This design comes from an exercise in tuning for small area, a short achievable clock period and few clock cycles per item on the open sky130 flow, not from production work.
Function was checked by simulation only, so behaviour that the tests miss may differ from the original.
Power and IR drop assume default switching activity.

--- design/flow/design.v ---
`timescale 1ns / 1ps
module fetch(
			input clk,
			input nrst,
			input load,
			input [31:0] memf,
			output [31:0] instruction
    );
reg [31:0] instructions;
assign instruction = instructions;
	always @(posedge clk)
	begin
		if (~nrst)
		begin
			instructions <= 0;
		end
		else
		begin
			if(load)
				instructions <= memf;
		end
	end
endmodule
`timescale 1ns / 1ps
module control(
		input clk,
		input nrst,
		input decode,
		input [5:0]  OpCode,
		input [4:0]  Rs,
		input [4:0]  Rt,
		input [4:0]  Rd,
		input [7:0] immediate,
		input [31:0] t0ss,
		input [31:0] t1ss,
		input [31:0] t2ss,
		input [31:0] t3ss,
		input [31:0] t4ss,
		input [31:0] t5ss,
		input [31:0] t6ss,
		input [31:0] t7ss,
		input [31:0] t8ss,
		output [31:0] data_a,
		output [31:0] data_b,
		output  [2:0] func,
		output reg [4:0] store
    );
        reg [31:0] data_a_s;
		reg [31:0] data_b_s;
		reg [2:0] funcs;
	assign data_a = data_a_s;
	assign data_b = data_b_s;
	assign  func =  funcs;
    parameter ld = 	    6'b000001;
    parameter mpy = 	6'b000010;
    parameter add = 	6'b000011;
    parameter stl =     6'b000100;
    parameter fin =     6'b111111;
    parameter t0p = 	5'b00001;
    parameter t1p = 	5'b00010;
    parameter t2p = 	5'b00011;
    parameter t3p = 	5'b00100;
    parameter t4p = 	5'b00101;
    parameter t5p = 	5'b00110;
    parameter t6p = 	5'b00111;
    parameter t7p = 	5'b01000;
    parameter t8p = 	5'b01001;
	function [31:0] rd_reg;
		input [4:0] sel;
		begin
			case(sel)
				t0p: rd_reg = t0ss;
				t1p: rd_reg = t1ss;
				t2p: rd_reg = t2ss;
				t3p: rd_reg = t3ss;
				t4p: rd_reg = t4ss;
				t5p: rd_reg = t5ss;
				t6p: rd_reg = t6ss;
				t7p: rd_reg = t7ss;
				t8p: rd_reg = t8ss;
				default: rd_reg = 32'd0;
			endcase
		end
	endfunction
	always @(posedge clk)
	begin
		if (~nrst)
		begin
			data_a_s <= 0;
			data_b_s <= 0;
			funcs <= 0;
			store <= 0;
		end
		else if (decode)
		begin
				case(OpCode)
				ld:
					begin
							data_a_s <= {24'd0, immediate};
							data_b_s <= 0;
							store <= Rs;
							funcs <= 3;
					end
				add:
					begin
							data_a_s <= rd_reg(Rs);
							data_b_s <= rd_reg(Rt);
							store <= Rd;
							funcs <= 1;
					end
				mpy:
					begin
							data_a_s <= rd_reg(Rs);
							data_b_s <= rd_reg(Rt);
							store <= Rd;
							funcs <= 2;
					end
				stl:
					begin
							data_a_s <= rd_reg(Rt);
							data_b_s <= 0;
							store <= (Rt >= t0p && Rt <= t8p) ? t4p : 5'd0;
							funcs <= 4;
					end
				fin:
					begin
							store <= 0;
							funcs <= 5;
					end
				default:
					begin
							store <= 0;
							funcs <= 0;
					end
				endcase
		end
	end
endmodule
`timescale 1ns / 1ps
module alu(
  input [2:0] func,
  input [31:0] data_as,
  input [31:0] data_bs,
  output reg [31:0] result
);
  always @(*)
  begin
		case (func)
			3'b001 : result = data_as + data_bs;  
			3'b010 : result = data_as * data_bs;  
			default: result = data_as;            
		endcase
  end
endmodule
`timescale 1ns / 1ps
module dsp_processor(
	   input clk,
       input nrst,
       input instr_valid,
       input [31:0] instr,
       output instr_ready,
       output out_valid,
	    output [31:0] v1,
        output [31:0] v2,
        output [31:0] v3
	 );
reg [5:0] OpCode;
reg [4:0] Rs, Rt, Rd;
reg [7:0] immediate;
reg [1:0] ins_delay;
reg [31:0] t0s;
reg [31:0] t1s;
reg [31:0] t2s;
reg [31:0] t3s;
reg [31:0] t4s;
reg [31:0] t5s;
reg [31:0] t6s;
reg [31:0] t7s;
reg [31:0] t8s;
wire [4:0] store;
wire [2:0] func;
wire [31:0] instruction;
wire [31:0] data_a;
wire [31:0] data_b;
wire [31:0] result;
assign v1 = t4s;
assign v2 = t8s;
assign v3 = t7s;
parameter t0p = 	5'b00001;
parameter t1p = 	5'b00010;
parameter t2p = 	5'b00011;
parameter t3p = 	5'b00100;
parameter t4p = 	5'b00101;
parameter t5p = 	5'b00110;
parameter t6p = 	5'b00111;
parameter t7p = 	5'b01000;
parameter t8p = 	5'b01001;
assign instr_ready = (ins_delay == 2'd0);
assign out_valid = (ins_delay == 2'd2) && (func == 3'd5);
always @(posedge clk)
begin
	if (~nrst)
		ins_delay <= 0;
	else if (ins_delay == 2'd0)
	begin
		if (instr_valid)
			ins_delay <= 1;
	end
	else if (ins_delay == 2'd1)
		ins_delay <= 2;
	else
		ins_delay <= 0;
end
	fetch ftch(
			.clk(clk),
			.nrst(nrst),
			.load(instr_valid && instr_ready),
			.memf(instr),
			.instruction(instruction)
		);
always @(*)
begin
    OpCode = instruction[31:26];
    Rs = instruction[25:21];
    Rt = instruction[20:16];
    Rd = instruction[15:11];
    immediate = instruction[7:0];
end
	control ctrl(
			.clk(clk),
			.nrst(nrst),
			.decode(ins_delay == 2'd1),
			.OpCode(OpCode),
			.Rs(Rs),
			.Rt(Rt),
			.Rd(Rd),
			.immediate(immediate),
			.t0ss(t0s),
			.t1ss(t1s),
			.t2ss(t2s),
			.t3ss(t3s),
			.t4ss(t4s),
			.t5ss(t5s),
			.t6ss(t6s),
			.t7ss(t7s),
			.t8ss(t8s),
			.data_a(data_a),
			.data_b(data_b),
			.func(func),
			.store(store)
			);
	alu alu1(
			.func(func),
			.data_as(data_a),
			.data_bs(data_b),
			.result(result)
			);
always @(posedge clk)
begin
	if (~nrst)
	begin
		t0s <= 0;
		t1s <= 0;
		t2s <= 0;
		t3s <= 0;
		t4s <= 0;
		t5s <= 0;
		t6s <= 0;
		t7s <= 0;
		t8s <= 0;
	end
	else if (ins_delay == 2'd2)
	begin
		case(store)
			t0p: t0s <= result;
			t1p: t1s <= result;
			t2p: t2s <= result;
			t3p: t3s <= result;
			t4p: t4s <= result;
			t5p: t5s <= result;
			t6p: t6s <= result;
			t7p: t7s <= result;
			t8p: t8s <= result;
		endcase
	end
end
endmodule
--- design/flow/run.sh ---
#!/bin/bash
# synth_recipe.tcl (not shown) runs the flow's synth.tcl, then flattens the netlist and writes it again
# the make line also repeats each setting of config.mk as NAME=value (left out here)
make -C /OpenROAD-flow-scripts/flow DESIGN_CONFIG=/design/flow/config.mk WORK_HOME=/design/flow/orfs CLKGATE_MAP_FILE= SYNTH_SCRIPT=/design/flow/synth_recipe.tcl finish
--- design/flow/config.mk ---
export PLATFORM = sky130hd
export DESIGN_NAME = dsp_processor
export DESIGN_NICKNAME = dsp_processor
export VERILOG_FILES = /design/flow/design.v
export SDC_FILE = /design/flow/constraint.sdc
export NUM_CORES = 4
export LEC_CHECK = 0
export CAP_MARGIN = 20
export CORE_MARGIN = 2
export CORE_UTILIZATION = 40
export PLACE_DENSITY = 0.6
export SLEW_MARGIN = 20
--- design/flow/constraint.sdc ---
create_clock -name core_clock -period 10.0 [get_ports {clk}]
set_input_delay 2.0000 -clock core_clock [delete_from_list [all_inputs] [get_ports {clk}]]
set_output_delay 2.0000 -clock core_clock [all_outputs]
set_load 0.01 [all_outputs]
==> notes.md <==
-- stage by stage --
stage	cells	total power, mW	hold WS (ns)	utilization	setup WS [ns]
floorplan	3947	1.76	0.434	-	2.86
global placement	5016	1.88	0.451	0.433	1.52
detailed placement	5016	1.88	0.451	0.433	1.53
CTS	5087	3.39	0.459	0.448	1.47
global route	5087	3.47	0.484	0.448	1.15
finish	5087	3.39	0.457	0.448	1.42
-- logic make-up after synthesis --
family,synth area share
XOR/XNOR,0.0256
buffers and inverters,0.0773
flip-flops,0.227
adder cells (fa/ha/maj),0.294
AO/OA/AOI/OAI,0.203
AND/OR/NAND/NOR,0.160
multiplexers,0.0139
-- routing by layer --
metal / part of all wire / up-vias
met4: 0.045 / 4
li1: - / 13392
met5: 0.00028 / -
met3: 0.083 / 300
met2: 0.46 / 1495
met1: 0.41 / 14844
-- power groups by stage --
stage / Clock (mW) / Combinational (mW) / Sequential (mW)
4_1_cts: 1.54 / 0.235 / 1.61
6_report: 1.53 / 0.242 / 1.62
3_5_place_dp: 0 / 0.235 / 1.65
3_3_place_gp: 0 / 0.234 / 1.65
5_1_grt: 1.60 / 0.252 / 1.62
2_1_floorplan: 0 / 0.143 / 1.62
-- layout by cell type (no fill, tap or decap), drive strengths merged, types with 7 or more instances in the layout --
master,n
o22ai,8
xnor2,72
and3,11
nand3b,7
xor2,26
clkdlybuf4s50,128
a21o,29
o21ai,210
clkinv,8
and2,313
clkbuf,59
nor2,331
a222oi,62
a41oi,11
nor2b,8
or3,9
nor3,28
o221ai,24
nand3,74
ha,154
a21oi,217
nand2,308
buf,98
dfxtp,391
inv,401
o21bai,7
nand2b,17
a22oi,140
a31oi,33
a221oi,77
o21a,11
fa,409
mux2i,42
a211oi,138
-- worst paths after layout --
| kind | start | endpoint | slack (ns) | depth (start not counted) |
|---|---|---|---|---|
| worst max register to register | ctrl.data_a_s[9] | t8s[31] | 1.42 | 23 |
| worst min-delay path | ftch.instructions[15] | ftch.instructions[15] | 0.46 | 2 |
| worst min register to register | ftch.instructions[15] | ftch.instructions[15] | 0.46 | 2 |
| worst max-delay path | ctrl.data_a_s[9] | t8s[31] | 1.42 | 23 |
-- cell type report --
type / instances / area [sq um] / share of cell area
Multi-Input combinational cell: 2855 / 24100 / 0.631
Sequential cell: 391 / 7830 / 0.205
Timing Repair Buffer: 226 / 2020 / 0.0528
Inverter: 400 / 1510 / 0.0395
Tap cell: 1144 / 1430 / 0.0375
Clock buffer: 59 / 1140 / 0.0299
Clock inverter: 12 / 173 / 0.00452
-- worst max-delay path, stage by stage, from the launching register on --
cell and delay, ns:
dfxtp_1 1.06, ha_1 0.37, inv_1 0.16, fa_1 0.41
inv_1 0.07, fa_1 0.43, fa_1 0.52, inv_1 0.05
fa_1 0.47, inv_1 0.05, fa_1 0.48, fa_1 0.58
fa_1 0.44, fa_1 0.49, ha_1 0.38, and3_1 0.27
and2_1 0.18, a221oi_1 0.29, o21a_2 0.25, o221ai_1 0.18
a31oi_1 0.38, xnor2_1 0.20, a211oi_4 0.55, a211oi_1 0.15
==> flow_summary.yaml <==
run_status:
  outcome: "complete, no violations"
layout:
  num-fill-cells: 8429
  design_area_sq_um: 38200
  layout-drive-gt1-share: 0.0583
  final_nets: 4511
  num_antenna_cells: 0
  area_delta_synth_final_pct: 10.9
place:
  port_buffers: 129
  gp_congestion: 0.954
  hpwlAfterDp_mm: 84.3
  place_area_sq_um: 36900
sta:
  hold_viol: 0
  skew_ns: 0.0313
  final_min_period_over_clock_period: 0.858
  max_clock_freq_ghz: 0.117
  tightest_slew_ns: 1.23
  setup_viol: 0
  finalCriticalPeriod_ns: 8.58
  tns_ns: 0
  slew_violations: 0
  grt_setup_unrepaired: "false"
  max_slew_margin: 0.158
clock_network:
  tritoncts: "built"
  cts_buffers: 39
  cts.clk_slew.worst_paths_ns: 0.06
  clkLatencyLatePin_ns: 0.58
  cts_resized: 0
  cts_buffer_depth: 3
  cts_hold_buf: 0
  cts_setup_buffers: 0
  ctsHtreeMaxLevel: 2
  clock-root-buffer: "clkbuf_16"
  cts_num_sinks: 391
yosys:
  ys_ff_latch: 391
  synth_top_cell_by_area: "fa_1"
  synth_cell_types: 90
  synth_ff_type: "dfxtp_1"
  yosys-top-cells-area: "fa_1 24%, dfxtp_1 23%, and2_1 5.7%"
  synth_seq_area_share: 0.227
  netlist_top_cells_count: "409 x fa_1, 399 x inv_1, 391 x dfxtp_1, 330 x nor2_1, 313 x and2_1"
  syn_area_sq_um: 34500
  avgSynthCellArea_sq_um: 8.73
  synth_edf_count: 0
  yosysMostFrequentCell: "fa_1"
  synthCells: 3947
  synth-async-reset-ratio: 0
  ys_warn_count: 4
  synthesis.nets: 4545
  synth_top_area_frac: 0.238
worst_hold_path:
  hold_path.class: "reg -> reg"
pwr:
  switching_share: 0.258
  p_int_mw: 2.51
  leakagePower_nw: 15.5
  p_per_area_nw_per_um2: 88.6
  power.share.clock: 0.452
  pwr-share-seq: 0.477
  pwr-share-comb: 0.071
  ir_worst_vdd_mv: 0.123
  p_sw_mw: 0.875
route:
  drtIter0Drc: 3667
  antenna_left: 0
  drc_errors: 0
  via_per_inst: 5.90
  first_pass_iters: 8
  num_vias: 30035
  wl_per_cell_um: 23.5
  totalWireLength_mm: 119
setup_path:
  crit_path_end_kind: "flip-flop"
  cp.required_ns: 10.39
  worstPathArrival_ns: 8.97
  startpoint_type: "flip-flop"
  cp_max_fo: 16
  critical_path_class: "reg -> reg"
global_route:
  busiest_layer: "met2"
  grt_max_degree: 93
  grt_usage: 0.267
  grtUsageMet3: 0.0297
  grt_use_met2: 0.435
  overflow: 0
  grtUsageMet1: 0.362
  grt_pass1_vias: 29911
  grt_pass1_wl_mm: 185
  grt_antenna_before_repair: 4
floorplanning:
  die_w_um: 298
  die_y_um: 298
  io_pins: 133
  start_util: 0.404
  die_area_sq_um: 88500
  core_area_sq_um: 85300
  row_count: 107
flow_run:
  max-cap-violations: 0
Testbench counts, summed over its fixed seeds: cycles 19,281, instrs 6,427.

==> port drivers added, routing unchanged <==
Ports are ideal in the flow. The routed layout listed here was re-timed in OpenROAD. Step 1 assumes that a clkbuf_16 drives the clock port and a buf_2 every other input. Step 2 adds t to the input delays and takes it off the output delays; t is the mean of the earliest and latest rising clock arrival at the registers after step 1. Input paths then give back, and output paths get back, about the clock's delay inside the block. Slacks: no drivers / after step 1 / after step 2; pairs: no drivers / after step 1.
t (ns): 0.615
setup WS [ns]: 1.420 / 1.420 / 1.420
worst hold slack (ns): 0.457 / 0.457 / 0.457
slew at the worst register clock pin (ns): 0.08 / 0.08
cell pins on the clock port's net: 1
After both steps this run still meets setup and hold. For this run, drivers alone change the setup slack by 0.000 ns; drivers and shift together by 0.000 ns.
